What follows belongs to an exercise in optimizing a design on an open flow for small area, a short achievable clock period and few clock cycles per item; a production flow would make more cautious choices. Where RTL was checked, it was by simulation tests only, not by an equivalence proof against the original. The RTL of run 1 was laid out without a check of its function. No activity file was given, so power comes from the tool's default toggle rates.

`flow/run.sh`:
```
#!/bin/bash
# synth_recipe.tcl (not shown) runs the flow's synth.tcl, then flattens the netlist and writes it again
# the make line also repeats each setting of config.mk as NAME=value (left out here)
make -C /OpenROAD-flow-scripts/flow DESIGN_CONFIG=/design/flow/config.mk WORK_HOME=/design/flow/orfs CLKGATE_MAP_FILE= SYNTH_SCRIPT=/design/flow/synth_recipe.tcl finish
```
`flow/constraint.sdc`:
```
create_clock -name core_clock -period 10.0 [get_ports {CLK}]
set_input_delay 2.0000 -clock core_clock [delete_from_list [all_inputs] [get_ports {CLK}]]
set_output_delay 2.0000 -clock core_clock [all_outputs]
set_load 0.01 [all_outputs]
```
`flow/design.v`:
```
module JAM (
input              CLK,
input              RST,
output logic [2:0] W,
output logic [2:0] J,
input        [6:0] Cost,
output logic [3:0] MatchCount,
output logic [8:0] MinCost,
output logic       Valid
);
localparam logic [1:0] PRE  = 2'd0,
                       DFS  = 2'd1,
                       DONE = 2'd2;
logic [1:0] ph;
logic [7:0] c;            
logic       srch;
assign srch = (ph == DFS);
logic [6:0] u  [0:7];     
logic [6:0] v  [0:7];     
logic [7:0] Z  [0:7];     
logic [3:0] S  [0:7];     
logic [2:0] perm [0:7];   
logic [7:0] rm;           
logic [6:0] dl [0:7];     
logic [6:0] m;            
logic [6:0] xr;           
logic [6:0] uf;           
logic [6:0] Cost_r;
logic [5:0] a1, a3, a4;   
logic p1, p3, p4;
assign p1 = (c >= 8'd2)  && (c <= 8'd65);
assign p3 = (c >= 8'd10) && (c <= 8'd73);
assign p4 = (c >= 8'd11) && (c <= 8'd74);
logic [2:0] L;            
logic       iv;           
logic [7:0] mask;         
logic [7:0] rmask;        
logic [7:0] Joh;          
logic [2:0] col [0:7];    
logic [8:0] D   [0:7];    
logic [7:0] minEx;        
logic       found;
logic [3:0] cnt;
logic       ev;
logic [2:0] ew, ej;
logic [7:0] em, erm;
logic [2:0] eW;
logic [9:0] E;            
logic [6:0] LBr;          
function automatic logic [2:0] ffs8(input logic [7:0] x);
    logic [2:0] r;
    r = 3'd0;
    for (int k = 7; k >= 0; k--)
        if (x[k]) r = k;
    ffs8 = r;
endfunction
function automatic logic [7:0] above(input logic [2:0] p);
    above = ~((8'd2 << p) - 8'd1);
endfunction
function automatic logic [7:0] low1(input logic [7:0] x);
    low1 = x & ~(x - 8'd1);
endfunction
function automatic logic [3:0] sat4(input logic [6:0] x);
    sat4 = (x > 7'd15) ? 4'd15 : x[3:0];
endfunction
function automatic logic [3:0] pop8(input logic [7:0] x);
    logic [3:0] r;
    r = 4'd0;
    for (int k = 0; k < 8; k++)
        r = r + {3'd0, x[k]};
    pop8 = r;
endfunction
logic [2:0] ui, vj;
logic [6:0] u_s, v_s;
assign u_s = u[ui];
assign v_s = v[vj];
logic [3:0] kk [0:7];
always_comb
    for (int i = 0; i < 8; i++)
        kk[i] = rm[i] ? pop8(Z[i]) : 4'd15;
logic [3:0] k01, k23, k45, k67, k03, k47;
logic [2:0] i01, i23, i45, i67, i03, i47, ipick;
assign {k01, i01} = (kk[1] < kk[0]) ? {kk[1], 3'd1} : {kk[0], 3'd0};
assign {k23, i23} = (kk[3] < kk[2]) ? {kk[3], 3'd3} : {kk[2], 3'd2};
assign {k45, i45} = (kk[5] < kk[4]) ? {kk[5], 3'd5} : {kk[4], 3'd4};
assign {k67, i67} = (kk[7] < kk[6]) ? {kk[7], 3'd7} : {kk[6], 3'd6};
assign {k03, i03} = (k23 < k01) ? {k23, i23} : {k01, i01};
assign {k47, i47} = (k67 < k45) ? {k67, i67} : {k45, i45};
assign ipick      = (k47 < k03) ? i47 : i03;
logic [7:0] mc, ra;
assign mc = mask | Joh;
assign ra = ~(rmask | (8'd1 << W));    
logic [3:0] gr [0:7];                 
always_comb
    for (int i = 0; i < 8; i++)
        gr[i] = (ra[i] && ((Z[i] & ~mc) == 8'd0)) ? S[i] : 4'd0;
logic [8:0] Dw;
assign Dw = D[L];
logic [9:0] E_iss;
logic [6:0] LBr_iss;
logic [4:0] sr01, sr23, sr45, sr67;
logic [5:0] sr03, sr47;
assign E_iss = {1'b0, Dw} + {3'd0, u_s} + {3'd0, v_s};
assign sr01 = {1'b0, gr[0]} + {1'b0, gr[1]};
assign sr23 = {1'b0, gr[2]} + {1'b0, gr[3]};
assign sr45 = {1'b0, gr[4]} + {1'b0, gr[5]};
assign sr67 = {1'b0, gr[6]} + {1'b0, gr[7]};
assign sr03 = {1'b0, sr01} + {1'b0, sr23};
assign sr47 = {1'b0, sr45} + {1'b0, sr67};
assign LBr_iss = {1'b0, sr03} + {1'b0, sr47};
logic       skipw;
logic [7:0] okw;
assign skipw = ({5'd0, S[W]} > Dw);
assign okw   = skipw ? Z[W] : 8'hff;
logic [7:0] sib_v, skipped;
assign sib_v   = ~mask & above(J) & okw;
assign skipped = ~mask & above(J) & ~okw;
logic [2:0] pc, Lp;
logic [7:0] pmask, pop_v;
assign Lp    = L - 3'd1;
assign pc    = col[Lp];
assign pmask = mask & ~(8'd1 << pc);
assign pop_v = ~mask & above(pc);
logic [10:0] Tr, ex_e;
assign Tr = {1'b0, E} - {4'd0, LBr};
logic pass_e;
assign pass_e = !Tr[10] && ({3'd0, Cost} <= Tr[9:0]);
assign ex_e = {4'd0, Cost} - Tr;
logic [9:0] Dn;
assign Dn = E - {3'd0, Cost};
logic [7:0] emd;
assign emd = em | (8'd1 << ej);
logic e_desc, e_leaf;
assign e_desc = srch && ev && pass_e && ew != 3'd7;
assign e_leaf = srch && ev && pass_e && ew == 3'd7;
logic [6:0] mn;
assign mn = (a1[2:0] == 3'd0 || Cost_r < m) ? Cost_r : m;
logic lt, eq;
assign lt = (xr < u_s);
assign eq = (xr == u_s);
logic [7:0] ex_ev, exr, ex_s, exs, ex_min;
assign ex_ev = (srch && ev && !ex_e[10] && ex_e != 11'd0) ? ((ex_e[9:8] != 2'd0) ? 8'hff : ex_e[7:0]) : 8'hff;
assign ex_s  = (srch && iv && !e_desc && skipped != 8'd0) ? 8'({5'd0, S[W]} - Dw) : 8'hff;
always_comb begin
    ex_min = minEx;
    if (exr < ex_min) ex_min = exr;
    if (exs < ex_min) ex_min = exs;
end
logic pre_last, pass_end, fin, acc;
assign pre_last = (ph == PRE) && (c == 8'd76);
assign pass_end = srch && !iv && !ev && L == 3'd0;
assign fin      = pass_end && found;
logic pe;                  
assign acc      = (ph == PRE) && ((c >= 8'd10 && c <= 8'd66 && c[2:0] == 3'd2) ||
                                  (c >= 8'd68 && c <= 8'd75));
logic step_sib, step_pop;
assign step_sib = iv && sib_v != 8'd0;
assign step_pop = !step_sib && L != 3'd0;
logic [2:0] L_nx, J_nx, W_nx;
logic [7:0] Joh_nx;
always_comb begin
    L_nx   = L;
    J_nx   = J;
    W_nx   = W;
    Joh_nx = Joh;
    if (ph == PRE) begin
        if (pre_last) begin
            L_nx = 3'd0;
            J_nx = 3'd0;
            W_nx = perm[0];
        end else begin
            W_nx = 3'(c + 8'd1);
            J_nx = 3'((c + 8'd1) >> 3);
        end
        Joh_nx = 8'd1 << J_nx;
    end else if (srch) begin
        if (e_desc) begin
            L_nx   = ew + 3'd1;
            W_nx   = perm[ew + 3'd1];
            J_nx   = ffs8(~emd);
            Joh_nx = low1(~emd);
        end else if (step_sib) begin
            J_nx   = ffs8(sib_v);
            Joh_nx = low1(sib_v);
        end else if (step_pop) begin
            L_nx   = Lp;
            W_nx   = perm[Lp];
            J_nx   = ffs8(pop_v);
            Joh_nx = low1(pop_v);
        end else if (!iv && !ev && !found) begin
            J_nx   = 3'd0;
            W_nx   = perm[0];
            Joh_nx = 8'd1;
        end
    end
end
always_ff @(posedge CLK) begin
    ui     <= (ph == PRE && !pre_last) ? 3'(a4 + 6'd1) : W_nx;
    vj     <= (ph == PRE && !pre_last) ? 3'((a3 + 6'd1) >> 3) : J_nx;
    Cost_r <= Cost;
    Joh    <= Joh_nx;
end
always_ff @(posedge CLK or posedge RST) begin
    if (RST) begin
        ph      <= PRE;
        c       <= 8'd0;
        a1      <= 6'd62;
        a3      <= 6'd54;
        a4      <= 6'd53;
        pe      <= 1'b0;
        L       <= 3'd0;
        W       <= 3'd0;
        J       <= 3'd0;
        iv      <= 1'b0;
        ev      <= 1'b0;
        mask    <= 8'd0;
        rmask   <= 8'd0;
        minEx   <= 8'hff;
        exr     <= 8'hff;
        exs     <= 8'hff;
        found   <= 1'b0;
        cnt     <= 4'd0;
        MinCost <= 9'd0;
    end else begin
        L <= L_nx;
        W <= W_nx;
        J <= J_nx;
        if (c != 8'd83) begin
            c  <= c + 8'd1;
            a1 <= a1 + 6'd1;
            a3 <= a3 + 6'd1;
            a4 <= a4 + 6'd1;
        end
        if (acc || fin)
            MinCost <= MinCost + ((ph == PRE) ? {2'd0, (c <= 8'd66) ? m : uf} : D[0]);
        case (ph)
        PRE: begin
            if (pre_last) begin
                ph    <= DFS;
                mask  <= 8'd0;
                rmask <= 8'd0;
                iv    <= 1'b1;
            end
        end
        DFS: begin
            pe    <= pass_end && !pe;
            minEx <= ex_min;
            exr   <= ex_ev;
            exs   <= ex_s;
            if (e_leaf) begin
                found <= 1'b1;
                cnt   <= cnt + 4'd1;
            end
            ev <= !e_desc && iv;
            if (e_desc) begin
                mask  <= emd;
                rmask <= erm | (8'd1 << eW);
                iv    <= 1'b1;
            end else if (step_sib) begin
            end else if (step_pop) begin
                mask  <= pmask;
                rmask <= rmask & ~(8'd1 << perm[Lp]);
                iv    <= (pop_v != 8'd0);
            end else if (iv || ev) begin
                iv <= 1'b0;    
            end else if (fin) begin
                ph <= DONE;
            end else if (pe) begin
                minEx <= 8'hff;
                mask  <= 8'd0;
                rmask <= 8'd0;
                iv    <= 1'b1;
            end
        end
        default: ;
        endcase
    end
end
always_ff @(posedge CLK) begin
    ew  <= L;
    ej  <= J;
    eW  <= W;
    em  <= mask;
    erm <= rmask;
    E   <= E_iss;
    LBr <= LBr_iss;
    m <= mn;
    if (p1 && a1[2:0] == 3'd7)
        v[a1[5:3]] <= mn;
    for (int k = 7; k > 0; k--) dl[k] <= dl[k-1];
    dl[0] <= Cost_r;
    xr <= dl[7] - v_s;
    if (p4) begin
        if (a4[5:3] == 3'd0 || lt) begin
            u[a4[2:0]] <= xr;
            S[a4[2:0]] <= (a4[5:3] == 3'd0) ? 4'd15 : sat4(u_s - xr);
            Z[a4[2:0]] <= 8'd1 << a4[5:3];
        end else if (eq) begin
            Z[a4[2:0]][a4[5:3]] <= 1'b1;
        end else if (sat4(xr - u_s) < S[a4[2:0]]) begin
            S[a4[2:0]] <= sat4(xr - u_s);
        end
    end
    uf <= lt ? xr : u_s;
    if (c == 8'd74)
        rm <= 8'hff;
    if (c >= 8'd75 && c <= 8'd82) begin
        perm[c[2:0] - 3'd3] <= ipick;
        rm[ipick]           <= 1'b0;
    end
    if (pre_last)
        D[0] <= 9'd0;
    else if (pass_end && pe && !fin)
        D[0] <= D[0] + {1'b0, minEx};
    if (srch && ev) begin
        col[ew] <= ej;
        if (ew != 3'd7)
            D[ew + 3'd1] <= Dn[8:0];
    end
end
assign Valid = (ph == DONE);
assign MatchCount = cnt;
endmodule
```
`flow/config.mk`:
```
export PLATFORM = sky130hd
export DESIGN_NAME = JAM
export DESIGN_NICKNAME = JAM
export VERILOG_FILES = /design/flow/design.v
export SDC_FILE = /design/flow/constraint.sdc
export NUM_CORES = 4
export LEC_CHECK = 0
export CAP_MARGIN = 20
export CORE_MARGIN = 2
export CORE_UTILIZATION = 40
export SETUP_SLACK_MARGIN = 5
export SLEW_MARGIN = 20
```
==> summary.md, run 1 <==
| Metric | Value |
|---|---|
| Worst Path Required | `10.54 ns` |
| Hold depth | `0` |
| Period utilisation layout | `65.4%` |
| Post-DP HPWL | `62,900 um` |
| Finish-stage setup viols | `0` |
| GP Congestion | `0.923` |
| #FFs+latches synth | `570` |
| Hold Crit Endpoint | `dl[6][6]` |
| Leakage | `13.5 nW` |
| Clock Skews | `0.0459 ns` |
| Pin count of the biggest net entering global routing | `62` |
| Clk root buf | `clkbuf_16` |
| FF-to-FF Start | `Z[4][3]` |
| Status | `no timing/DRC/antenna violations` |
| Core area | `0.0759 mm^2` |
| Setup crit start kind | `flop` |
| Depth of the CTS H-tree | `2` |
| Die Area | `0.0790 mm^2` |
| Fin. Hold Viols | `0` |
| Rows | `101` |
| Horiz. Die Dim | `281 um` |
| Largest cells by area after synthesis | `edfxtp_1 (33%), dfxtp_1 (9.1%), ha_1 (6.8%)` |
| Worst path slowest cell | `fa_1` |
| Placed cell count | `3,633` |
| Initial Utilization | `40.4%` |
| Post-synthesis sequential area ratio | `49.8%` |
| GRT Max-Usage Layer | `met2` |
| GRT met2 Usage | `36.3%` |
| Yosys top cell area share | `32.8%` |
| Worst Hold Class | `flop to flop` |
| Reg-to-reg slack, setup | `3.46 ns` |
| RSZ-0062 raised after global routing | `true` |
| Syn Inst Count | `2,653` |
| Clock Latency Late Sink | `0.66 ns` |
| Syn avg cell area | `11.6 um^2` |
| Final nets | `2,982` |
| Clock sink total | `570` |
| R2R depth | `27` |
| Area Overhead vs Synth | `15.9%` |
| Wirelength per Cell | `22.5 um` |
| GRT overflow | `0` |
| IO Count | `29` |
| Fin area | `0.0356 mm^2` |
| Worst setup EP type | `flop` |
| CP Max Fanout | `6` |
| Synth Net Count | `2,901` |
| Most frequent CP cell | `fa_1` |
| Synth cell types | `92` |
| Slew HR | `23.0%` |
| Commonest cells post-synth | `edfxtp_1 (336), inv_1 (272), nor2_1 (241)` |
| TritonCTS buffer count | `60` |
| Worst EP arrival | `7.09 ns` |
| Crit path buf inv count | `3` |
| Non-filler cells, final | `3,817` |
| Die Ht | `281 um` |
| DR vias/cell | `5.67` |
| Final Max Slew Viols | `0` |
| Cell area after synthesis | `0.0307 mm^2` |
| Worst R2R End | `rm[0]` |
| Area leader, netlist | `edfxtp_1` |
| Clk buf depth | `3` |
| Post-synth top flop | `edfxtp_1` |
| Dpl ws | `3.03 ns` |
| Synth Warn # | `4` |
| Period minus WS final | `6.54 ns` |
| VDD IR max | `126 uV` |
| GRT met3 Usage | `2.72%` |
| Max incr delay on CP | `0.52 ns` |
| Port Buffer Count | `28` |
| Most numerous cell in the Yosys netlist | `edfxtp_1` |
| Max-cap viol count | `0` |
| Dpl cell area | `0.0322 mm^2` |
| Post-synth EDFFs | `336` |
| First-pass detailed-route iteration total | `6` |
| TritonCTS clock tree | `built` |
| PD cells | `146 mW/mm^2` |
| Gr usage total | `21.7%` |
| Drt initial violations | `2,071` |
| ANT nets after route | `0` |
| Via count | `21.7k` |
| Routed wire length | `86,000 um` |
| Initial antenna violation count | `1` |
| FFs w/ async S/R, synth | `16.5%` |
| Top delay family on crit path | `adder cells` |
| Worst-path clk slew | `0.06 ns` |
| Worst-margin pin slew | `1.15 ns` |
| Layout cells sized above 1 | `19.4%` |
| Number of global-route vias before repair | `21.8k` |
| Final worst slack | `3.46 ns` |
| Crit Path Class | `flop to flop` |
| Final TNS setup | `0 ns` |
| HP Start | `dl[5][6]` |
| Max Clk Rate | `153 MHz` |
| Met1 GRT Util | `29.5%` |
| First-pass GRT wire length | `131,000 um` |
| # DRC | `0` |
## what timing repair did
action                     CTS  global route
pin swaps                   30            35
cloned                       0             0
hold buffers                 0             0
gates resized for setup     86            75
setup buffers               54            14
setup endpoints to repair  192           130
## layout make-up
class / count / area [um^2]
inverter: 272 / 1030
tap: 1030 / 1290
multi-input combinational: 1708 / 14800
antenna: 2 / 5.00
clock inverter: 39 / 413
sequential: 570 / 15300
clock buffer: 74 / 1670
timing repair buffer: 122 / 1070
fill: 6770 / 40300
## worst reg2reg max path, cell delays in order, from the launching register on
cell and delay (ns):
edfxtp_1 0.50, fa_1 0.52, inv_1 0.05, fa_1 0.49, fa_1 0.41, inv_1 0.07, ha_2 0.18, inv_2 0.04
fa_1 0.48, and2_4 0.16, ha_4 0.20, o31a_1 0.11, o21ai_2 0.16, a21oi_4 0.11, o21ai_1 0.18, o31ai_2 0.11
ha_2 0.22, or3_4 0.40, o21ai_4 0.25, nand2_2 0.08, o21ai_2 0.09, ha_4 0.24, a41oi_2 0.18, a31o_4 0.27
mux2i_4 0.26, ha_4 0.23, nand4b_1 0.18, o32a_1 0.31
## registers in the layout, indices dropped and copies added (netlist names), 8 cells and up, named ones only
register,cells
rm,8
col,24
rmask,8
minEx,8
exs,8
perm,24
exr,8
em,8
Z,64
mask,8
c,8
S,32
D,72
erm,8
Joh,8
u,56
MinCost,9
v,56
dl,56
E,10
## cell usage in the layout, fill, tap and decap left out, types with 59 or more instances in the layout
master     instances
fa_1              70
buf_4             80
edfxtp_1         336
mux4_2            85
clkbuf_16         63
dfxtp_1          137
ha_1             146
o21ai_0           77
xnor2_1           59
nor2_1           215
inv_1            261
nand2_1          147
a21oi_1          120
## cell families after synthesis
group | count (synthesis) | synth area share [%]
compound gates | 533 | 11.7
xor+xnor | 98 | 2.87
simple gates | 669 | 10.3
mux | 169 | 9.16
buf+inv | 375 | 4.67
fa+ha+maj | 239 | 11.5
flops | 570 | 49.8
## layer usage
layer / vias up / wire length [um]
met5: - / 0
met4: 0 / 2830
met3: 169 / 5320
met2: 858 / 40900
met1: 10836 / 37000
li1: 9796 / -
## through the flow
stage / util [%] / hold slack (ns) / power, mW
2_1_floorplan: - / 0.310 / 2.80
3_3_place_gp: 42.4 / 0.311 / 2.91
3_5_place_dp: 42.4 / 0.312 / 2.92
4_1_cts: 46.3 / 0.323 / 5.24
5_1_grt: 46.9 / 0.323 / 5.37
6_report: 46.9 / 0.323 / 5.21
## power breakdown
group / switching (mW) / leakage (nW) / internal [mW]
clock: 0.996 / 1.02 / 1.33
combinational: 0.172 / 7.40 / 0.136
sequential: 0.0410 / 5.05 / 2.53
total: 1.21 / 13.5 / 4.00
## worst max path at each step
| stage | from | to | slack (ns) | cells after the start |
|---|---|---|---|---|
| floorplan | Z[4][0] | rm[0] | 3.78 | 28 |
| global placement | Z[2][1] | rm[0] | 3.23 | 30 |
| detailed placement | Z[2][1] | rm[0] | 3.03 | 30 |
| CTS | Z[0][0] | rm[0] | 3.60 | 29 |
| global route | Z[0][0] | rm[0] | 3.23 | 29 |
| finish | Z[4][3] | rm[0] | 3.46 | 27 |
==> inputs of run 2 (changes only) <==
--- a/flow/design.v
+++ b/flow/design.v
@@ -76,2 +76,3 @@
 assign v_s = v[vj];
+logic [2:0] kz [0:7];
 logic [3:0] kk [0:7];
@@ -79,3 +80,3 @@
     for (int i = 0; i < 8; i++)
-        kk[i] = rm[i] ? pop8(Z[i]) : 4'd15;
+        kk[i] = rm[i] ? {1'b0, kz[i]} : 4'd15;
 logic [3:0] k01, k23, k45, k67, k03, k47;
@@ -149,3 +150,3 @@
 logic pre_last, pass_end, fin, acc;
-assign pre_last = (ph == PRE) && (c == 8'd76);
+assign pre_last = (ph == PRE) && (c == 8'd77);
 assign pass_end = srch && !iv && !ev && L == 3'd0;
@@ -201,2 +202,4 @@
     Joh    <= Joh_nx;
+    for (int i = 0; i < 8; i++)
+        kz[i] <= (Z[i] == 8'hff) ? 3'd7 : 3'(pop8(Z[i]));
 end
@@ -227,3 +230,3 @@
         J <= J_nx;
-        if (c != 8'd83) begin
+        if (c != 8'd84) begin
             c  <= c + 8'd1;
@@ -304,6 +307,6 @@
     uf <= lt ? xr : u_s;
-    if (c == 8'd74)
+    if (c == 8'd75)
         rm <= 8'hff;
-    if (c >= 8'd75 && c <= 8'd82) begin
-        perm[c[2:0] - 3'd3] <= ipick;
+    if (c >= 8'd76 && c <= 8'd83) begin
+        perm[c[2:0] - 3'd4] <= ipick;
         rm[ipick]           <= 1'b0;
--- a/flow/config.mk
+++ b/flow/config.mk
@@ -7,2 +7,3 @@
 export LEC_CHECK = 0
+export ABC_AREA = 1
 export CAP_MARGIN = 20
==> summary.md, run 2 <==
| Metric | Value |
|---|---|
| Fin. Hold Viols | `0 (unchanged)` |
| Max reg flops | `72 (unchanged)` |
| CP Max Fanout | `15 (was 6)` |
| Largest cells by area after synthesis | `edfxtp_1 (32%), dfxtp_1 (10%), ha_1 (6.8%) (was edfxtp_1 (33%), dfxtp_1 (9.1%), ha_1 (6.8%))` |
| GP Congestion | `0.939 (was 0.923)` |
| Max-cap viol count | `0 (unchanged)` |
| Number of global-route vias before repair | `23.0k (was 21.8k)` |
| Cell area after synthesis | `0.0314 mm^2 (was 0.0307 mm^2)` |
| Worst-path clk slew | `0.06 ns (about the same)` |
| Clock Skews | `0.0372 ns (was 0.0459 ns)` |
| Crit path buf inv count | `3 (unchanged)` |
| Clock sink total | `594 (was 570)` |
| Crit Path Class | `flop to flop (unchanged)` |
| Syn Inst Count | `3,435 (was 2,653)` |
| Leakage | `15.0 nW (was 13.5 nW)` |
| Synth cell types | `62 (was 92)` |
| RSZ-0062 raised after global routing | `true (unchanged)` |
| Cell Chain, Critical Path | `nand2_2, clkinv_2, a211oi_1, nand2_1, inv_1, nand2_1, fa_1, fa_1, fa_1, fa_1, inv_1, ha_1, fa_1, xor2_1` |
| Rows | `102 (was 101)` |
| Final TNS setup | `0 ns (unchanged)` |
| Synth Net Count | `3,686 (was 2,901)` |
| Hold depth | `0 (unchanged)` |
| Placed cell count | `4,428 (was 3,633)` |
| Most numerous cell in the Yosys netlist | `nand2_1 (was edfxtp_1)` |
| Clock Latency Late Sink | `0.64 ns (was 0.66 ns)` |
| FF-to-FF Start | `W[1] (was Z[4][3])` |
| Depth of the CTS H-tree | `3 (was 2)` |
| Gr usage total | `20.8% (was 21.7%)` |
| DR vias/cell | `5.26 (was 5.67)` |
| Syn avg cell area | `9.14 um^2 (was 11.6 um^2)` |
| Slew HR | `27.2% (was 23.0%)` |
| Worst-margin pin slew | `1.09 ns (was 1.15 ns)` |
| Top delay family on crit path | `adder cells (unchanged)` |
| Max incr delay on CP | `0.56 ns (was 0.52 ns)` |
| Most frequent CP cell | `fa_1 (unchanged)` |
| Initial Utilization | `40.5% (was 40.4%)` |
| Most frequent cells in the layout | `nand2_1 (558), inv_1 (482), nor2_1 (481) (was edfxtp_1 (336), inv_1 (261), nor2_1 (215))` |
| Pwr Total | `5.69 mW (was 5.21 mW)` |
| Area occupied by multi-input gates | `0.0136 mm^2 (was 0.0148 mm^2)` |
| Area Overhead vs Synth | `13.0% (was 15.9%)` |
| Pin count of the biggest net entering global routing | `69 (was 62)` |
| PD cells | `160 mW/mm^2 (was 146 mW/mm^2)` |
| Worst EP arrival | `5.38 ns (was 7.09 ns)` |
| Worst Path Required | `10.51 ns (was 10.54 ns)` |
| Worst setup EP type | `flop (unchanged)` |
| Reg with most FFs | `D (unchanged)` |
| WHS | `0.309 ns (was 0.323 ns)` |
| TritonCTS buffer count | `67 (was 60)` |
| IO Count | `29 (unchanged)` |
| Core area | `0.0776 mm^2 (was 0.0759 mm^2)` |
| Post-synth EDFFs | `336 (unchanged)` |
| TritonCTS clock tree | `built (unchanged)` |
| Post-synth top flop | `edfxtp_1 (unchanged)` |
| Final nets | `3,715 (was 2,982)` |
| Initial antenna violation count | `0 (was 1)` |
| Area leader, netlist | `edfxtp_1 (unchanged)` |
| ANT nets after route | `0 (unchanged)` |
| GRT overflow | `0 (unchanged)` |
| VDD IR max | `104 uV (was 126 uV)` |
| FFs w/ async S/R, synth | `15.8% (was 16.5%)` |
| Period minus WS final | `4.87 ns (was 6.54 ns)` |
| Sequential cell area | `0.0158 mm^2 (was 0.0153 mm^2)` |
| Status | `no timing/DRC/antenna violations (unchanged)` |
| Horiz. Die Dim | `284 um (was 281 um)` |
| Reg-to-reg slack, setup | `5.13 ns (was 3.46 ns)` |
| Fillcell total | `7,422 (was 6,770)` |
| Most common cell after layout, fill and taps aside | `nand2_1 (was edfxtp_1)` |
| Die Area | `0.0807 mm^2 (was 0.0790 mm^2)` |
| Worst R2R End | `LBr[4] (was rm[0])` |
| Post-DP HPWL | `61,800 um (was 62,900 um)` |
| Layout cells sized above 1 | `7.99% (was 19.4%)` |
| Hold Crit Endpoint | `dl[3][2] (was dl[6][6])` |
| First-pass detailed-route iteration total | `7 (was 6)` |
| Hold buffer count at cts | `0 (unchanged)` |
| Worst Hold Class | `flop to flop (unchanged)` |
| Wirelength per Cell | `18.7 um (was 22.5 um)` |
| First-pass GRT wire length | `132,000 um (was 131,000 um)` |
| Post-synthesis sequential area ratio | `50.2% (was 49.8%)` |
| R2R depth | `14 (was 27)` |
| Max Clk Rate | `205 MHz (was 153 MHz)` |
| Port Buffer Count | `28 (unchanged)` |
| Worst path slowest cell | `fa_1 (unchanged)` |
| HP Start | `dl[2][2] (was dl[5][6])` |
| Final Max Slew Viols | `0 (unchanged)` |
| Drt initial violations | `2,226 (was 2,071)` |
| Period utilisation layout | `48.7% (was 65.4%)` |
| Clk root buf | `clkbuf_16 (unchanged)` |
| #FFs+latches synth | `594 (was 570)` |
| Commonest cells post-synth | `nand2_1 (563), nor2_1 (505), inv_1 (485) (was edfxtp_1 (336), inv_1 (272), nor2_1 (241))` |
| Yosys top cell area share | `32.1% (was 32.8%)` |
| Setup crit start kind | `flop (unchanged)` |
| Die Ht | `284 um (was 281 um)` |
| Via count | `24.0k (was 21.7k)` |
| Non-filler cells, final | `4,559 (was 3,817)` |
| Routed wire length | `85,500 um (was 86,000 um)` |
| Synth Warn # | `5 (was 4)` |
| Finish-stage setup viols | `0 (unchanged)` |
| Clk buf depth | `3 (unchanged)` |
| # DRC | `0 (unchanged)` |
-- run 2: changes by cell type after synthesis, moves of 59 or more --
| cell | previous run | this run |
|---|---|---|
| mux4_2 | 85 | 0 |
| nand3_1 | 45 | 104 |
| inv_1 | 272 | 485 |
| nand2_1 | 155 | 563 |
| nor2_1 | 241 | 505 |
| o21ai_0 | 87 | 266 |
-- run 2: layer usage --
metal  part of all wire, %  global-route usage [%]  up-vias
li1                      -                       -    11533
met1                    45                    29.3    11369
met2                    45                    33.1      948
met3                   7.3                    3.02      143
met4                   2.9                    6.84        0
met5                     0                       0        -
-- run 2: cell families after synthesis --
family	synth area share, %
simple gates	17.6
flops	50.2
xor+xnor	2.23
mux	0.108
fa+ha+maj	11.4
buf+inv	7.24
compound gates	11.3
-- run 2: worst reg2reg max path, delay by kind of cell (launching register included) --
family	cells	cell delay, ns
compound gates	1	0.30
xor+xnor	1	0.17
fa+ha+maj	6	2.70
buf+inv	3	0.49
flops	1	0.49
simple gates	3	0.60
-- run 2: how the worst max path moves through the flow --
| stage | from | endpoint | slack, ns | cells past startpoint |
|---|---|---|---|---|
| floorplan | flop | S[0][1] | 5.32 | 24 |
| global placement | Cost[0] | rmask[3] | 3.79 | 22 |
| detailed placement | Cost[0] | rmask[3] | 3.69 | 22 |
| CTS | flop | S[0][1] | 5.00 | 24 |
| global route | flop | S[0][1] | 4.93 | 26 |
| finish | W[1] | LBr[4] | 5.13 | 14 |
-- run 2: area by class of cell --
cell class,instances,share of cell area (%)
Antenna cell,1,0.00705
Clock buffer,82,5.15
Clock inverter,41,1.64
Inverter,496,5.31
Multi-Input combinational cell,2253,38.4
Sequential cell,594,44.5
Tap cell,1040,3.67
Timing Repair Buffer,52,1.36
-- run 2: what timing repair did --
| action | in CTS | in global routing |
|---|---|---|
| hold endpoints to repair | 0 | 0 |
| pin swaps | 0 | 5 |
| gates resized for setup | 32 | 64 |
| cloned | 0 | 1 |
| setup endpoints to repair | 240 | 211 |
| buffers inserted | 4 | 2 |
-- run 2: per-stage QoR --
| stage | worst slack (ns) | util (%) | cell area (um^2) |
|---|---|---|---|
| floorplan | 5.32 | - | 31400 |
| global placement | 3.79 | 42.2 | 32700 |
| detailed placement | 3.69 | 42.2 | 32700 |
| CTS | 5.00 | 45.4 | 35200 |
| global route | 4.93 | 45.7 | 35500 |
| finish | 5.13 | 45.7 | 35500 |
-- run 2: report_power, final --
| part | switching (mW) | internal, mW |
|---|---|---|
| clock network | 1.09 | 1.57 |
| logic | 0.211 | 0.143 |
| registers | 0.0411 | 2.64 |
Testbench counts of run 2, summed over its fixed seeds: cycles 5,407, jobs 24.
==> inputs of run 3 (changes only) <==
--- a/flow/config.mk
+++ b/flow/config.mk
@@ -7,3 +7,2 @@
 export LEC_CHECK = 0
-export ABC_AREA = 1
 export CAP_MARGIN = 20
==> summary.md, run 3 <==
| Metric | Value |
|---|---|
| Area leader, netlist | `edfxtp_1 (unchanged)` |
| Commonest cells post-synth | `edfxtp_1 (336), inv_1 (264), nor2_1 (208) (was nand2_1 (563), nor2_1 (505), inv_1 (485))` |
| Area Overhead vs Synth | `15.5% (was 13.0%)` |
| Clock Skews | `0.0261 ns (was 0.0372 ns)` |
| IO Count | `29 (unchanged)` |
| Worst setup EP type | `flop (unchanged)` |
| # diodes | `0 (was 1)` |
| Core area | `0.0772 mm^2 (was 0.0776 mm^2)` |
| GP Congestion | `0.929 (was 0.939)` |
| ANT nets after route | `0 (unchanged)` |
| Worst path slowest cell | `nor2_2 (was fa_1)` |
| Number of global-route vias before repair | `21.7k (was 23.0k)` |
| TritonCTS clock tree | `built (unchanged)` |
| # DRC | `0 (unchanged)` |
| First-pass GRT wire length | `133,000 um (was 132,000 um)` |
| Clk buf depth | `3 (unchanged)` |
| Max incr delay on CP | `0.60 ns (was 0.56 ns)` |
| Initial Utilization | `40.3% (was 40.5%)` |
| Rows | `102 (unchanged)` |
| Period minus WS final | `4.93 ns (was 4.87 ns)` |
| Hold buffer count at cts | `0 (unchanged)` |
| Worst Hold Class | `flop to flop (unchanged)` |
| Cell Chain, Critical Path | `nor2_2, a22o_1, a221oi_1, nand3_1, nor3_4, and2_1, fa_1, fa_1, inv_1, fa_1, fa_1, inv_1, ha_1, fa_2, a21o_1, a21o_1 (was nand2_2, clkinv_2, a211oi_1, nand2_1, inv_1, nand2_1, fa_1, fa_1, fa_1, fa_1, inv_1, ha_1, fa_1, xor2_1)` |
| Via count | `21.7k (was 24.0k)` |
| Post-synth EDFFs | `336 (unchanged)` |
| Most frequent cells in the layout | `edfxtp_1 (336), inv_1 (260), nor2_1 (176) (was nand2_1 (558), inv_1 (482), nor2_1 (481))` |
| Synth Net Count | `2,897 (was 3,686)` |
| Reg-to-reg slack, setup | `5.07 ns (was 5.13 ns)` |
| Sequential cell area | `0.0158 mm^2 (about the same)` |
| Non-filler cells, final | `3,832 (was 4,559)` |
| Pwr Total | `5.42 mW (was 5.69 mW)` |
| Final worst slack | `5.07 ns (was 5.13 ns)` |
| Wirelength per Cell | `22.9 um (was 18.7 um)` |
| Post-synth top flop | `edfxtp_1 (unchanged)` |
| Max Clk Rate | `203 MHz (was 205 MHz)` |
| Fin area | `0.0360 mm^2 (was 0.0355 mm^2)` |
| Setup crit start kind | `flop (unchanged)` |
| Post-DP HPWL | `64,900 um (was 61,800 um)` |
| Layout cells sized above 1 | `17.6% (was 7.99%)` |
| Initial antenna violation count | `0 (unchanged)` |
| Final nets | `2,989 (was 3,715)` |
| Gr usage total | `21.5% (was 20.8%)` |
| Largest cells by area after synthesis | `edfxtp_1 (32%), dfxtp_1 (11%), ha_1 (6.8%) (was edfxtp_1 (32%), dfxtp_1 (10%), ha_1 (6.8%))` |
| Clock sink total | `594 (unchanged)` |
| Fin. Hold Viols | `0 (unchanged)` |
| CP Max Fanout | `8 (was 15)` |
| Depth of the CTS H-tree | `3 (unchanged)` |
| DR vias/cell | `5.66 (was 5.26)` |
| Worst-margin pin slew | `1.04 ns (was 1.09 ns)` |
| Drt initial violations | `2,173 (was 2,226)` |
| Fillcell total | `6,861 (was 7,422)` |
| First-pass detailed-route iteration total | `8 (was 7)` |
| Reg with most FFs | `D (unchanged)` |
| Most frequent CP cell | `fa_1 (unchanged)` |
| Horiz. Die Dim | `283 um (was 284 um)` |
| Syn Inst Count | `2,646 (was 3,435)` |
| Clk root buf | `clkbuf_16 (unchanged)` |
| Die Ht | `283 um (was 284 um)` |
| Synth Warn # | `5 (unchanged)` |
| Most numerous cell in the Yosys netlist | `edfxtp_1 (was nand2_1)` |
| Post-synthesis sequential area ratio | `50.6% (was 50.2%)` |
| WHS | `0.323 ns (was 0.309 ns)` |
| Final Max Slew Viols | `0 (unchanged)` |
| Area occupied by multi-input gates | `0.0146 mm^2 (was 0.0136 mm^2)` |
| Most common cell after layout, fill and taps aside | `edfxtp_1 (was nand2_1)` |
| VDD IR max | `117 uV (was 104 uV)` |
| TritonCTS buffer count | `66 (was 67)` |
| GRT overflow | `0 (unchanged)` |
| Yosys top cell area share | `32.4% (was 32.1%)` |
| Pin count of the biggest net entering global routing | `63 (was 69)` |
| Clock Latency Late Sink | `0.63 ns (was 0.64 ns)` |
| Worst-path clk slew | `0.06 ns (about the same)` |
| PD cells | `151 mW/mm^2 (was 160 mW/mm^2)` |
| Dpl ws | `4.00 ns (was 3.69 ns)` |
| Max-cap viol count | `0 (unchanged)` |
| Status | `no timing/DRC/antenna violations (unchanged)` |
| Syn avg cell area | `11.8 um^2 (was 9.14 um^2)` |
| Core Util, Final | `46.6% (was 45.7%)` |
| Dpl cell area | `0.0326 mm^2 (was 0.0327 mm^2)` |
| RSZ-0062 raised after global routing | `false (was true)` |
| Crit Path Class | `flop to flop (unchanged)` |
| Period utilisation layout | `49.3% (was 48.7%)` |
| Worst EP arrival | `5.44 ns (was 5.38 ns)` |
| Cell area after synthesis | `0.0311 mm^2 (was 0.0314 mm^2)` |
| Final TNS setup | `0 ns (unchanged)` |
| Placed cell count | `3,655 (was 4,428)` |
| Routed wire length | `87,700 um (was 85,500 um)` |
| #FFs+latches synth | `594 (unchanged)` |
| Finish-stage setup viols | `0 (unchanged)` |
| Worst Path Required | `10.51 ns (about the same)` |
| Synth cell types | `81 (was 62)` |
| Slew HR | `30.5% (was 27.2%)` |
| Die Area | `0.0801 mm^2 (was 0.0807 mm^2)` |
| Leakage | `13.7 nW (was 15.0 nW)` |
| Port Buffer Count | `28 (unchanged)` |
| FFs w/ async S/R, synth | `15.8% (unchanged)` |
| Max reg flops | `72 (unchanged)` |
## run 3: changes by cell type after synthesis, sizes merged, moves of 56 or more
cell	change
inv	-228
nand2	-425
o21ai	-211
nor2	-303
mux2i	+56
mux4	+84
## run 3: layout make-up
type,count,area share (%)
Clock buffer,87,4.98
Clock inverter,35,1.16
Inverter,266,2.83
Multi-Input combinational cell,1701,40.6
Sequential cell,594,43.9
Tap cell,1040,3.62
Timing Repair Buffer,108,2.86
Timing Repair inverter,1,0.0209
## run 3: power by group
part	total [mW]	switching (mW)	leakage [nW]	internal, mW
combinational	0.286	0.157	7.42	0.129
clock	2.47	1.05	1.07	1.42
sequential	2.67	0.0403	5.26	2.63
total	5.42	1.24	13.7	4.18
## run 3: critical path: cells and delay by family (launching register included)
kind | cells | cell delay (ns)
AO/OA/AOI/OAI | 4 | 0.59
adder cells (fa/ha/maj) | 6 | 2.59
flip-flops | 1 | 0.42
buffers and inverters | 2 | 0.10
AND/OR/NAND/NOR | 4 | 1.11
## run 3: metal layers
layer	wire length [um]	track usage (%)	up-vias
li1	-	-	9797
met1	38300	29.5	10978
met2	41900	35.6	775
met3	4870	2.79	154
met4	2580	6.45	0
met5	0	0	-
## run 3: cell families (layout without fill, tap and decap cells)
kind of cell	count (synthesis)	count (layout)	synth area share, %
and+or+nand+nor	695	695	10.9
DFF	594	594	50.6
AOI/OAI and AO/OA	489	489	10.6
buffers and inverters	351	497	4.29
adders and majority gates	242	242	11.5
muxes	180	180	9.32
xor gates and xnor gates	95	95	2.72
## run 3: worst paths after layout
check                      startpoint  endpoint  depth (start not counted)
max                            Joh[6]    LBr[6]                         16
min                          dl[4][5]  dl[5][5]                          0
max reg2reg                    Joh[6]    LBr[6]                         16
min reg2reg                  dl[4][5]  dl[5][5]                          0
max in group asynchronous         RST   mask[6]                          3
min in group asynchronous         RST     a4[3]                          2
## run 3: repair_timing
| item | in CTS | in global routing |
|---|---|---|
| endpoints found under the hold margin | 0 | 0 |
| pin swaps | 7 | 38 |
| buffers inserted | 15 | 36 |
| cloned | 1 | 3 |
| endpoints found under the setup margin | 253 | 221 |
| gates resized for setup | 85 | 88 |
==> inputs of run 4 (changes only) <==
--- a/flow/design.v
+++ b/flow/design.v
@@ -49,2 +49,7 @@
 logic [6:0] LBr;          
+logic       espec;        
+logic [2:0] aJ;           
+logic [7:0] aJoh;
+logic       aiv;          
+logic       apop;         
 function automatic logic [2:0] ffs8(input logic [7:0] x);
@@ -97,4 +102,6 @@
         gr[i] = (ra[i] && ((Z[i] & ~mc) == 8'd0)) ? S[i] : 4'd0;
-logic [8:0] Dw;
-assign Dw = D[L];
+logic       fwd;
+logic [8:0] Dw, Dw_r;
+assign fwd = srch && ev && espec && L == ew + 3'd1;
+assign Dw  = fwd ? Dw_r : D[L];
 logic [9:0] E_iss;
@@ -121,3 +128,3 @@
 assign Lp    = L - 3'd1;
-assign pc    = col[Lp];
+assign pc    = fwd ? ej : col[Lp];
 assign pmask = mask & ~(8'd1 << pc);
@@ -133,5 +140,12 @@
 assign emd = em | (8'd1 << ej);
-logic e_desc, e_leaf;
-assign e_desc = srch && ev && pass_e && ew != 3'd7;
+logic e_desc, e_leaf, e_rest;
+assign e_desc = srch && ev && pass_e && !espec && ew != 3'd7;
 assign e_leaf = srch && ev && pass_e && ew == 3'd7;
+assign e_rest = srch && ev && !pass_e && espec;
+logic       sq;            
+assign sq = e_desc || e_rest;
+logic [2:0] ewp, pcw, pWe;
+assign ewp = ew - 3'd1;
+assign pcw = col[ewp];
+assign pWe = perm[ewp];
 logic [6:0] mn;
@@ -143,3 +157,3 @@
 assign ex_ev = (srch && ev && !ex_e[10] && ex_e != 11'd0) ? ((ex_e[9:8] != 2'd0) ? 8'hff : ex_e[7:0]) : 8'hff;
-assign ex_s  = (srch && iv && !e_desc && skipped != 8'd0) ? 8'({5'd0, S[W]} - Dw) : 8'hff;
+assign ex_s  = (srch && iv && !sq && skipped != 8'd0) ? 8'({5'd0, S[W]} - Dw) : 8'hff;
 always_comb begin
@@ -159,14 +173,43 @@
 assign step_pop = !step_sib && L != 3'd0;
+logic cur_zero, spec;
+assign cur_zero = Z[W][J];
+assign spec     = srch && iv && cur_zero && L != 3'd7;    
 logic [2:0] L_nx, J_nx, W_nx;
-logic [7:0] Joh_nx;
+logic [7:0] Joh_nx, mask_nx, rmask_nx;
+logic       iv_nx;
+logic [2:0] J_alt;
+logic [7:0] Joh_alt;
+logic       iv_alt, pop_alt;
 always_comb begin
-    L_nx   = L;
-    J_nx   = J;
-    W_nx   = W;
-    Joh_nx = Joh;
+    J_alt   = J;
+    Joh_alt = Joh;
+    iv_alt  = 1'b0;
+    pop_alt = 1'b0;
+    if (step_sib) begin
+        J_alt   = ffs8(sib_v);
+        Joh_alt = low1(sib_v);
+        iv_alt  = 1'b1;
+    end else if (step_pop) begin
+        J_alt   = ffs8(pop_v);
+        Joh_alt = low1(pop_v);
+        iv_alt  = (pop_v != 8'd0);
+        pop_alt = 1'b1;
+    end
+end
+always_comb begin
+    L_nx     = L;
+    J_nx     = J;
+    W_nx     = W;
+    Joh_nx   = Joh;
+    mask_nx  = mask;
+    rmask_nx = rmask;
+    iv_nx    = iv;
     if (ph == PRE) begin
         if (pre_last) begin
-            L_nx = 3'd0;
-            J_nx = 3'd0;
-            W_nx = perm[0];
+            L_nx     = 3'd0;
+            J_nx     = 3'd0;
+            W_nx     = perm[0];
+            mask_nx  = 8'd0;
+            rmask_nx = 8'd0;
+            iv_nx    = 1'b1;
         end else begin
@@ -178,18 +221,51 @@
         if (e_desc) begin
-            L_nx   = ew + 3'd1;
-            W_nx   = perm[ew + 3'd1];
-            J_nx   = ffs8(~emd);
-            Joh_nx = low1(~emd);
+            L_nx     = ew + 3'd1;
+            W_nx     = perm[ew + 3'd1];
+            J_nx     = ffs8(~emd);
+            Joh_nx   = low1(~emd);
+            mask_nx  = emd;
+            rmask_nx = erm | (8'd1 << eW);
+            iv_nx    = 1'b1;
+        end else if (e_rest) begin
+            J_nx   = aJ;
+            Joh_nx = aJoh;
+            iv_nx  = aiv;
+            if (apop) begin
+                L_nx     = ewp;
+                W_nx     = pWe;
+                mask_nx  = em & ~(8'd1 << pcw);
+                rmask_nx = erm & ~(8'd1 << pWe);
+            end else begin
+                L_nx     = ew;
+                W_nx     = eW;
+                mask_nx  = em;
+                rmask_nx = erm;
+            end
+        end else if (spec) begin
+            L_nx     = L + 3'd1;
+            W_nx     = perm[L + 3'd1];
+            J_nx     = ffs8(~mc);
+            Joh_nx   = low1(~mc);
+            mask_nx  = mc;
+            rmask_nx = rmask | (8'd1 << W);
         end else if (step_sib) begin
-            J_nx   = ffs8(sib_v);
-            Joh_nx = low1(sib_v);
+            J_nx   = J_alt;
+            Joh_nx = Joh_alt;
         end else if (step_pop) begin
-            L_nx   = Lp;
-            W_nx   = perm[Lp];
-            J_nx   = ffs8(pop_v);
-            Joh_nx = low1(pop_v);
-        end else if (!iv && !ev && !found) begin
-            J_nx   = 3'd0;
-            W_nx   = perm[0];
-            Joh_nx = 8'd1;
+            L_nx     = Lp;
+            W_nx     = perm[Lp];
+            J_nx     = J_alt;
+            Joh_nx   = Joh_alt;
+            mask_nx  = pmask;
+            rmask_nx = rmask & ~(8'd1 << perm[Lp]);
+            iv_nx    = iv_alt;
+        end else if (iv || ev) begin
+            iv_nx = 1'b0;    
+        end else if (!found && pe) begin
+            J_nx     = 3'd0;
+            W_nx     = perm[0];
+            Joh_nx   = 8'd1;
+            mask_nx  = 8'd0;
+            rmask_nx = 8'd0;
+            iv_nx    = 1'b1;
         end
@@ -238,10 +314,9 @@
             MinCost <= MinCost + ((ph == PRE) ? {2'd0, (c <= 8'd66) ? m : uf} : D[0]);
+        mask  <= mask_nx;
+        rmask <= rmask_nx;
+        iv    <= iv_nx;
         case (ph)
         PRE: begin
-            if (pre_last) begin
-                ph    <= DFS;
-                mask  <= 8'd0;
-                rmask <= 8'd0;
-                iv    <= 1'b1;
-            end
+            if (pre_last)
+                ph <= DFS;
         end
@@ -249,3 +324,3 @@
             pe    <= pass_end && !pe;
-            minEx <= ex_min;
+            minEx <= (pass_end && pe && !found) ? 8'hff : ex_min;
             exr   <= ex_ev;
@@ -256,22 +331,5 @@
             end
-            ev <= !e_desc && iv;
-            if (e_desc) begin
-                mask  <= emd;
-                rmask <= erm | (8'd1 << eW);
-                iv    <= 1'b1;
-            end else if (step_sib) begin
-            end else if (step_pop) begin
-                mask  <= pmask;
-                rmask <= rmask & ~(8'd1 << perm[Lp]);
-                iv    <= (pop_v != 8'd0);
-            end else if (iv || ev) begin
-                iv <= 1'b0;    
-            end else if (fin) begin
+            ev <= !sq && iv;
+            if (fin)
                 ph <= DONE;
-            end else if (pe) begin
-                minEx <= 8'hff;
-                mask  <= 8'd0;
-                rmask <= 8'd0;
-                iv    <= 1'b1;
-            end
         end
@@ -289,2 +347,7 @@
     LBr <= LBr_iss;
+    espec <= spec;
+    aJ    <= J_alt;
+    aJoh  <= Joh_alt;
+    aiv   <= iv_alt;
+    apop  <= pop_alt;
     m <= mn;
@@ -322,2 +385,3 @@
     end
+    Dw_r <= Dw;
 end
--- a/flow/config.mk
+++ b/flow/config.mk
@@ -7,3 +7,4 @@
 export LEC_CHECK = 0
-export CAP_MARGIN = 20
+export ABC_AREA = 1
+export CAP_MARGIN = 0
 export CORE_MARGIN = 2
@@ -11,2 +12,2 @@
 export SETUP_SLACK_MARGIN = 5
-export SLEW_MARGIN = 20
+export SLEW_MARGIN = 0
==> summary.md, run 4 <==
| Metric | Value |
|---|---|
| Status | `no timing/DRC/antenna violations (unchanged)` |
| Reg with most FFs | `D (unchanged)` |
| Most numerous cell in the Yosys netlist | `nand2_1 (was edfxtp_1)` |
| Clock sink total | `617 (was 594)` |
| Finish-stage setup viols | `0 (unchanged)` |
| Post-DP HPWL | `72,500 um (was 64,900 um)` |
| Max-cap viol count | `0 (unchanged)` |
| Mux cell area share after synthesis | `0.191% (was 9.32%)` |
| Worst Hold Class | `flop to flop (unchanged)` |
| # DRC | `0 (unchanged)` |
| Period utilisation layout | `48.5% (was 49.3%)` |
| Gr usage total | `22.6% (was 21.5%)` |
| GRT overflow | `0 (unchanged)` |
| Final TNS setup | `0 ns (unchanged)` |
| Routed wire length | `99,500 um (was 87,700 um)` |
| Most common cell after layout, fill and taps aside | `nand2_1 (was edfxtp_1)` |
| Leakage | `16.6 nW (was 13.7 nW)` |
| Synth Area in XOR/XNOR | `2.11% (was 2.72%)` |
| Final nets | `4,125 (was 2,989)` |
| Most frequent CP cell | `fa_1 (unchanged)` |
| Fin. Hold Viols | `0 (unchanged)` |
| Met1 GRT Util | `31.0% (was 29.5%)` |
| Core Util, Final | `46.5% (was 46.6%)` |
| Initial Utilization | `40.2% (was 40.3%)` |
| Rows | `106 (was 102)` |
| Post-synth EDFFs | `336 (unchanged)` |
| Main combinational cell family by area after synthesis | `simple AND/OR/NAND/NOR gates (was adder cells)` |
| Depth of the CTS H-tree | `3 (unchanged)` |
| Worst EP arrival | `5.37 ns (was 5.44 ns)` |
| Port Buffer Count | `28 (unchanged)` |
| Synth cell types | `67 (was 81)` |
| Sequential cell area | `0.0162 mm^2 (was 0.0158 mm^2)` |
| Crit Path Class | `flop to flop (unchanged)` |
| Hold depth | `0 (unchanged)` |
| Adder-cell share of the synthesized area | `10.7% (was 11.5%)` |
| GRT met2 Usage | `35.3% (was 35.6%)` |
| First-pass GRT wire length | `150,000 um (was 133,000 um)` |
| RSZ-0062 raised after global routing | `true (was false)` |
| Period minus WS final | `4.85 ns (was 4.93 ns)` |
| DR vias/cell | `5.37 (was 5.66)` |
| Worst-margin pin slew | `1.19 ns (was 1.04 ns)` |
| Post-synthesis sequential area ratio | `48.5% (was 50.6%)` |
| Yosys top cell area share | `30.1% (was 32.4%)` |
| Horiz. Die Dim | `293 um (was 283 um)` |
| Number of global-route vias before repair | `25.6k (was 21.7k)` |
| GRT Max-Usage Layer | `met2 (unchanged)` |
| Via count | `26.9k (was 21.7k)` |
| Reg-to-reg slack, setup | `5.15 ns (was 5.07 ns)` |
| Compound-gate portion of the synthesized area | `13.1% (was 10.6%)` |
| FFs w/ async S/R, synth | `15.2% (was 15.8%)` |
| GP Congestion | `0.989 (was 0.929)` |
| Worst R2R End | `LBr[4] (was LBr[6])` |
| Commonest cells post-synth | `nand2_1 (664), inv_1 (548), nor2_1 (422) (was edfxtp_1 (336), inv_1 (264), nor2_1 (208))` |
| Clock Latency Late Sink | `0.64 ns (was 0.63 ns)` |
| Syn Inst Count | `3,785 (was 2,646)` |
| Hold Crit Endpoint | `dl[5][6] (was dl[5][5])` |
| Core area | `0.0833 mm^2 (was 0.0772 mm^2)` |
| Max reg flops | `72 (unchanged)` |
| HP Start | `dl[4][6] (was dl[4][5])` |
| Clk root buf | `clkbuf_16 (unchanged)` |
| Max incr delay on CP | `0.59 ns (was 0.60 ns)` |
| Slew HR | `19.9% (was 30.5%)` |
| Synth Area in Simple Gates | `17.7% (was 10.9%)` |
| Max Clk Rate | `206 MHz (was 203 MHz)` |
| Area leader, netlist | `edfxtp_1 (unchanged)` |
| Synth Net Count | `4,037 (was 2,897)` |
| R2R depth | `17 (was 16)` |
| Cell area after synthesis | `0.0335 mm^2 (was 0.0311 mm^2)` |
| Post-synth top flop | `edfxtp_1 (unchanged)` |
| CP Max Fanout | `10 (was 8)` |
| Worst path slowest cell | `fa_1 (was nor2_2)` |
| TritonCTS buffer count | `70 (was 66)` |
| Most frequent cells in the layout | `nand2_1 (652), inv_1 (533), nor2_1 (392) (was edfxtp_1 (336), inv_1 (260), nor2_1 (176))` |
| IO Count | `29 (unchanged)` |
| Worst-path clk slew | `0.06 ns (about the same)` |
| #FFs+latches synth | `617 (was 594)` |
| Area Overhead vs Synth | `15.6% (was 15.5%)` |
| Worst Path Required | `10.52 ns (was 10.51 ns)` |
| Fillcell total | `7,908 (was 6,861)` |
| Drt initial violations | `2,526 (was 2,173)` |
| Initial antenna violation count | `2 (was 0)` |
| Die Area | `0.0861 mm^2 (was 0.0801 mm^2)` |
| Syn avg cell area | `8.85 um^2 (was 11.8 um^2)` |
| Area occupied by multi-input gates | `0.0152 mm^2 (was 0.0146 mm^2)` |
| FF-to-FF Start | `W[1] (was Joh[6])` |
| First-pass detailed-route iteration total | `7 (was 8)` |
| VDD IR max | `149 uV (was 117 uV)` |
| Cell Chain, Critical Path | `nand2_4, buf_12, clkinvlp_4, a21oi_4, o21ai_1, a211oi_2, nand2_1, inv_1, nand2_1, fa_1, inv_1, fa_1, fa_1, fa_1, inv_1, fa_1, xnor2_1 (was nor2_2, a22o_1, a221oi_1, nand3_1, nor3_4, and2_1, fa_1, fa_1, inv_1, fa_1, fa_1, inv_1, ha_1, fa_2, a21o_1, a21o_1)` |
| ANT nets after route | `0 (unchanged)` |
| Wirelength per Cell | `19.9 um (was 22.9 um)` |
| Layout cells sized above 1 | `10.6% (was 17.6%)` |
| Synth Warn # | `5 (unchanged)` |
| Pin count of the biggest net entering global routing | `74 (was 63)` |
| GRT met3 Usage | `5.02% (was 2.79%)` |
| Setup crit start kind | `flop (unchanged)` |
| Final Max Slew Viols | `0 (unchanged)` |
| Largest cells by area after synthesis | `edfxtp_1 (30%), dfxtp_1 (11%), nand2_1 (7.4%) (was edfxtp_1 (32%), dfxtp_1 (11%), ha_1 (6.8%))` |
| Worst setup EP type | `flop (unchanged)` |
| PD cells | `148 mW/mm^2 (was 151 mW/mm^2)` |
| Clock Skews | `0.0433 ns (was 0.0261 ns)` |
| Die Ht | `293 um (was 283 um)` |
| TritonCTS clock tree | `built (unchanged)` |
| Clk buf depth | `3 (unchanged)` |
-- run 4: changes by cell type in the layout (fill, tap and decap cells not counted), moves of 55 or more --
cell	previous run	this run
nor2_1	176	392
o21ai_0	61	301
a21oi_1	94	149
inv_1	260	533
mux4_2	84	0
nand3_1	51	181
nand2_1	152	652
-- run 4: timing repair --
action | CTS | global route
cloned | 4 | 7
hold buffers | 0 | 0
setup endpoints to repair | 202 | 183
buffers inserted | 19 | 33
gates resized for setup | 81 | 104
pin swaps | 9 | 24
-- run 4: report_power, final --
group          internal [mW]  total [mW]  switching (mW)
combinational          0.122       0.291           0.169
clock                   1.55        2.67            1.12
sequential              2.72        2.76          0.0371
-- run 4: critical path: cells and delay by family (launching register included) --
kind | cells | cell delay [ns]
compound gates | 3 | 0.60
buf+inv | 5 | 0.58
xor+xnor | 1 | 0.13
fa+ha+maj | 5 | 2.54
simple gates | 3 | 0.39
flops | 1 | 0.49
-- run 4: per-stage QoR --
step	cells	total power, mW	instance area (um^2)	worst slack [ns]	hold WS [ns]
floorplan	3785	2.99	33500	5.10	0.310
global placement	4818	3.09	35000	3.54	0.310
detailed placement	4818	3.09	35000	3.40	0.312
CTS	4971	5.76	38000	5.00	0.321
global route	5011	5.91	38700	4.96	0.330
finish	5012	5.72	38700	5.15	0.321
-- run 4: area by class of cell --
type | instances | share of cell area (%)
Antenna cell | 1 | 0.00646
Clock buffer | 100 | 5.24
Clock inverter | 30 | 1.07
Inverter | 563 | 5.61
Multi-Input combinational cell | 2492 | 39.2
Sequential cell | 617 | 41.9
Tap cell | 1080 | 3.49
Timing Repair Buffer | 127 | 3.38
Timing Repair inverter | 2 | 0.0291
-- run 4: routing by layer --
metal | part of all wire, % | up-vias
li1 | - | 12902
met1 | 43 | 12744
met2 | 45 | 1068
met3 | 8.5 | 222
met4 | 3.6 | 2
met5 | 0.013 | -
-- run 4: logic make-up after synthesis --
group	Yosys count
buffers and inverters	678
adder cells (fa/ha/maj)	243
flip-flops	617
multiplexers	6
AO/OA/AOI/OAI	745
AND/OR/NAND/NOR	1416
XOR/XNOR	80
-- run 4: how the worst max path moves through the flow --
| stage | depth (start not counted) | endpoint | from | slack (ns) |
|---|---|---|---|---|
| 6_report | 17 | LBr[4] | W[1] | 5.15 |
| 5_1_grt | 33 | Joh[6] | ew[0] | 4.96 |
| 4_1_cts | 16 | LBr[6] | mask[3] | 5.00 |
| 3_5_place_dp | 26 | rmask[7] | ew[0] | 3.40 |
| 3_3_place_gp | 23 | rmask[7] | ew[0] | 3.54 |
| 2_1_floorplan | 20 | LBr[4] | W[0] | 5.10 |
Testbench counts of run 4, summed over its fixed seeds: cycles 4,803, jobs 24.
==> inputs of run 5 (changes only) <==
--- a/flow/config.mk
+++ b/flow/config.mk
@@ -8,6 +8,8 @@
 export ABC_AREA = 1
-export CAP_MARGIN = 0
+export CAP_MARGIN = 20
 export CORE_MARGIN = 2
 export CORE_UTILIZATION = 40
+export CTS_BUF_LIST = sky130_fd_sc_hd__clkbuf_8
+export CTS_CLUSTER_SIZE = 30
 export SETUP_SLACK_MARGIN = 5
-export SLEW_MARGIN = 0
+export SLEW_MARGIN = 20
==> summary.md, run 5 <==
| Metric | Value |
|---|---|
| Routed wire length | `98,900 um (was 99,500 um)` |
| Initial Utilization | `40.2% (unchanged)` |
| Final TNS setup | `0 ns (unchanged)` |
| WHS | `0.324 ns (was 0.321 ns)` |
| Post-DP HPWL | `72,500 um (unchanged)` |
| #FFs+latches synth | `617 (unchanged)` |
| Core area | `0.0833 mm^2 (unchanged)` |
| Initial antenna violation count | `2 (unchanged)` |
| DR vias/cell | `5.33 (was 5.37)` |
| Largest cells by area after synthesis | `edfxtp_1 (30%), dfxtp_1 (11%), nand2_1 (7.4%) (unchanged)` |
| Most common cell after layout, fill and taps aside | `nand2_1 (unchanged)` |
| Reg with most FFs | `D (unchanged)` |
| VDD IR max | `92.7 uV (was 149 uV)` |
| Post-synthesis sequential area ratio | `48.5% (unchanged)` |
| Layout cells sized above 1 | `10.9% (was 10.6%)` |
| Via count | `27.0k (was 26.9k)` |
| First-pass GRT wire length | `151,000 um (was 150,000 um)` |
| GP Congestion | `0.989 (unchanged)` |
| Finish-stage setup viols | `0 (unchanged)` |
| Pin count of the biggest net entering global routing | `74 (unchanged)` |
| Setup crit start kind | `flop (unchanged)` |
| Max reg flops | `72 (unchanged)` |
| Status | `no timing/DRC/antenna violations (unchanged)` |
| Slew HR | `26.4% (was 19.9%)` |
| Syn Inst Count | `3,785 (unchanged)` |
| Commonest cells post-synth | `nand2_1 (664), inv_1 (548), nor2_1 (422) (unchanged)` |
| Area Overhead vs Synth | `14.7% (was 15.6%)` |
| Post-synth top flop | `edfxtp_1 (unchanged)` |
| Clock Latency Late Sink | `0.75 ns (was 0.64 ns)` |
| Fin. Hold Viols | `0 (unchanged)` |
| Worst setup EP type | `flop (unchanged)` |
| Adder-cell share of the synthesized area | `10.7% (unchanged)` |
| Worst Path Required | `10.66 ns (was 10.52 ns)` |
| First-pass detailed-route iteration total | `6 (was 7)` |
| Synth Warn # | `5 (unchanged)` |
| GRT overflow | `0 (unchanged)` |
| Depth of the CTS H-tree | `3 (unchanged)` |
| CP Max Fanout | `7 (was 10)` |
| Most frequent cells in the layout | `nand2_1 (656), inv_1 (554), nor2_1 (395) (was nand2_1 (652), inv_1 (533), nor2_1 (392))` |
| Number of global-route vias before repair | `25.9k (was 25.6k)` |
| Cell area after synthesis | `0.0335 mm^2 (unchanged)` |
| Final nets | `4,146 (was 4,125)` |
| FFs w/ async S/R, synth | `15.2% (unchanged)` |
| Worst EP arrival | `5.51 ns (was 5.37 ns)` |
| Synth Net Count | `4,037 (unchanged)` |
| Synth Area in XOR/XNOR | `2.11% (unchanged)` |
| RSZ-0062 raised after global routing | `true (unchanged)` |
| Clock Skews | `0.0558 ns (was 0.0433 ns)` |
| Main combinational cell family by area after synthesis | `simple AND/OR/NAND/NOR gates (unchanged)` |
| Drt initial violations | `2,442 (was 2,526)` |
| TritonCTS buffer count | `102 (was 70)` |
| Synth cell types | `67 (unchanged)` |
| Leakage | `16.6 nW (about the same)` |
| Fillcell total | `8,002 (was 7,908)` |
| Worst Hold Class | `flop to flop (unchanged)` |
| Die Area | `0.0861 mm^2 (unchanged)` |
| Rows | `106 (unchanged)` |
| Worst-path clk slew | `0.06 ns (about the same)` |
| Yosys top cell area share | `30.1% (unchanged)` |
| Compound-gate portion of the synthesized area | `13.1% (unchanged)` |
| Syn avg cell area | `8.85 um^2 (unchanged)` |
| Synth Area in Simple Gates | `17.7% (unchanged)` |
| Clk root buf | `clkbuf_8 (was clkbuf_16)` |
| Most numerous cell in the Yosys netlist | `nand2_1 (unchanged)` |
| Port Buffer Count | `28 (unchanged)` |
| Final Max Slew Viols | `0 (unchanged)` |
| Max Clk Rate | `206 MHz (about the same)` |
| Clk buf depth | `3 (unchanged)` |
| Die Ht | `293 um (unchanged)` |
| Wirelength per Cell | `19.5 um (was 19.9 um)` |
| Area leader, netlist | `edfxtp_1 (unchanged)` |
| Post-synth EDFFs | `336 (unchanged)` |
| Horiz. Die Dim | `293 um (unchanged)` |
| Clock sink total | `617 (unchanged)` |
| TritonCTS clock tree | `built (unchanged)` |
| ANT nets after route | `0 (unchanged)` |
| Gr usage total | `22.7% (was 22.6%)` |
| Period utilisation layout | `48.5% (about the same)` |
| Mux cell area share after synthesis | `0.191% (unchanged)` |
| Max-cap viol count | `0 (unchanged)` |
| PD cells | `145 mW/mm^2 (was 148 mW/mm^2)` |
| # DRC | `0 (unchanged)` |
| Period minus WS final | `4.85 ns (about the same)` |
| Crit Path Class | `flop to flop (unchanged)` |
| IO Count | `29 (unchanged)` |
| Worst-margin pin slew | `1.10 ns (was 1.19 ns)` |
==> run 5: layout make-up <==
cell class | count | area (um^2) | share of cell area [%]
sequential | 617 | 16200 | 42.3
multi-input combinational | 2491 | 15100 | 39.3
inverter | 563 | 2170 | 5.64
clock buffer | 127 | 1750 | 4.55
tap | 1080 | 1350 | 3.52
timing repair buffer | 117 | 1160 | 3.01
clock inverter | 66 | 623 | 1.62
timing repair inverter | 2 | 11.3 | 0.0293
antenna | 3 | 7.51 | 0.0195
==> run 5: path summary, 6_finish.rpt <==
path	start	endpoint	slack, ns	cells past startpoint
max	mask[6]	LBr[6]	5.15	15
max reg2reg	mask[6]	LBr[6]	5.15	15
min reg2reg	dl[3][2]	dl[4][2]	0.32	0
min in group asynchronous	RST	MinCost[6]	1.67	2
max in group asynchronous	RST	mask[7]	7.03	3
min	dl[3][2]	dl[4][2]	0.32	0
==> run 5: cell families after synthesis <==
family,Yosys count
buffers and inverters,678
AND/OR/NAND/NOR,1416
flip-flops,617
adder cells (fa/ha/maj),243
multiplexers,6
AO/OA/AOI/OAI,745
XOR/XNOR,80
==> run 5: metrics by stage <==
step	worst slack, ns	total power [mW]	std cells	instance area, um^2	util, %
5_1_grt	4.90	5.78	5066	38400	46.1
6_report	5.15	5.58	5066	38400	46.1
3_5_place_dp	3.40	3.09	4818	35000	42.0
2_1_floorplan	5.10	2.99	3785	33500	-
3_3_place_gp	3.54	3.09	4818	35000	42.0
4_1_cts	5.00	5.62	5037	37900	45.5
==> run 5: worst max-delay path, stage by stage, from the launching register on <==
cell	delay, ns
dfrtp_1	0.48
nor2_1	0.16
inv_1	0.29
o22ai_1	0.16
a2111oi_2	0.38
buf_4	0.21
buf_12	0.10
nand2_1	0.06
fa_1	0.56
inv_1	0.06
fa_1	0.50
fa_1	0.51
fa_1	0.59
inv_1	0.07
fa_1	0.44
o21ai_0	0.17
==> run 5: power breakdown <==
group	switching, mW	internal, mW
logic	0.169	0.123
clock network	1.10	1.43
registers	0.0372	2.72
==> run 5: timing repair <==
action	4_1_cts	5_1_grt
hold buffers	0	0
endpoints found under the hold margin	0	0
gates cloned	3	3
setup endpoints to repair	206	243
pin swaps	9	19
buffers inserted	23	21
gates resized for setup	82	81
==> run 5: per-layer routing <==
metal  part of all wire (%)  vias to the layer above  global-route usage, %  wire, um
met5                      0                        -                      0         0
li1                       -                    12973                      -         -
met1                     44                    12781                   31.1     43400
met2                     45                     1038                   35.8     44700
met4                    3.2                        0                   8.01      3190
met3                    7.7                      206                   4.58      7660

==> re-timing with driven ports <==
How much do the figures lean on ideal ports? The routed layouts below were timed once more, with nothing changed but the port constraints.
Step 1 sets driving cells, clkbuf_16 on the clock port and buf_2 on the other inputs (assumed; they add their load-dependent delay and slew).
Step 2 also shifts input and output timing later by t, the mid clock arrival at the registers, as if the neighbouring blocks saw the same clock.
a / b / c = no drivers / after step 1 / after step 2; a / b = the first two.
| run | t (ns) | setup WS [ns] | hold WS [ns] | worst setup path after step 2 | pins driven straight from the clock port |
|---|---|---|---|---|---|
| run 1 | 0.700 | 3.457 / 3.457 / 3.457 | 0.323 / 0.323 / 0.323 | register to register | 1 |
| run 2 | 0.676 | 5.129 / 5.129 / 4.591 | 0.309 / 0.309 / 0.309 | input to register | 1 |
| run 3 | 0.683 | 5.067 / 5.067 / 4.539 | 0.323 / 0.323 / 0.323 | input to register | 1 |
| run 4 | 0.685 | 5.154 / 5.154 / 4.606 | 0.321 / 0.321 / 0.321 | input to register | 1 |
| run 5 | 0.786 | 5.152 / 5.152 / 4.448 | 0.324 / 0.324 / 0.324 | input to register | 1 |
After both steps setup and hold are still met in every run listed. For run 5, which loses most, drivers alone change the setup slack by 0.000 ns; drivers and shift together by -0.704 ns.
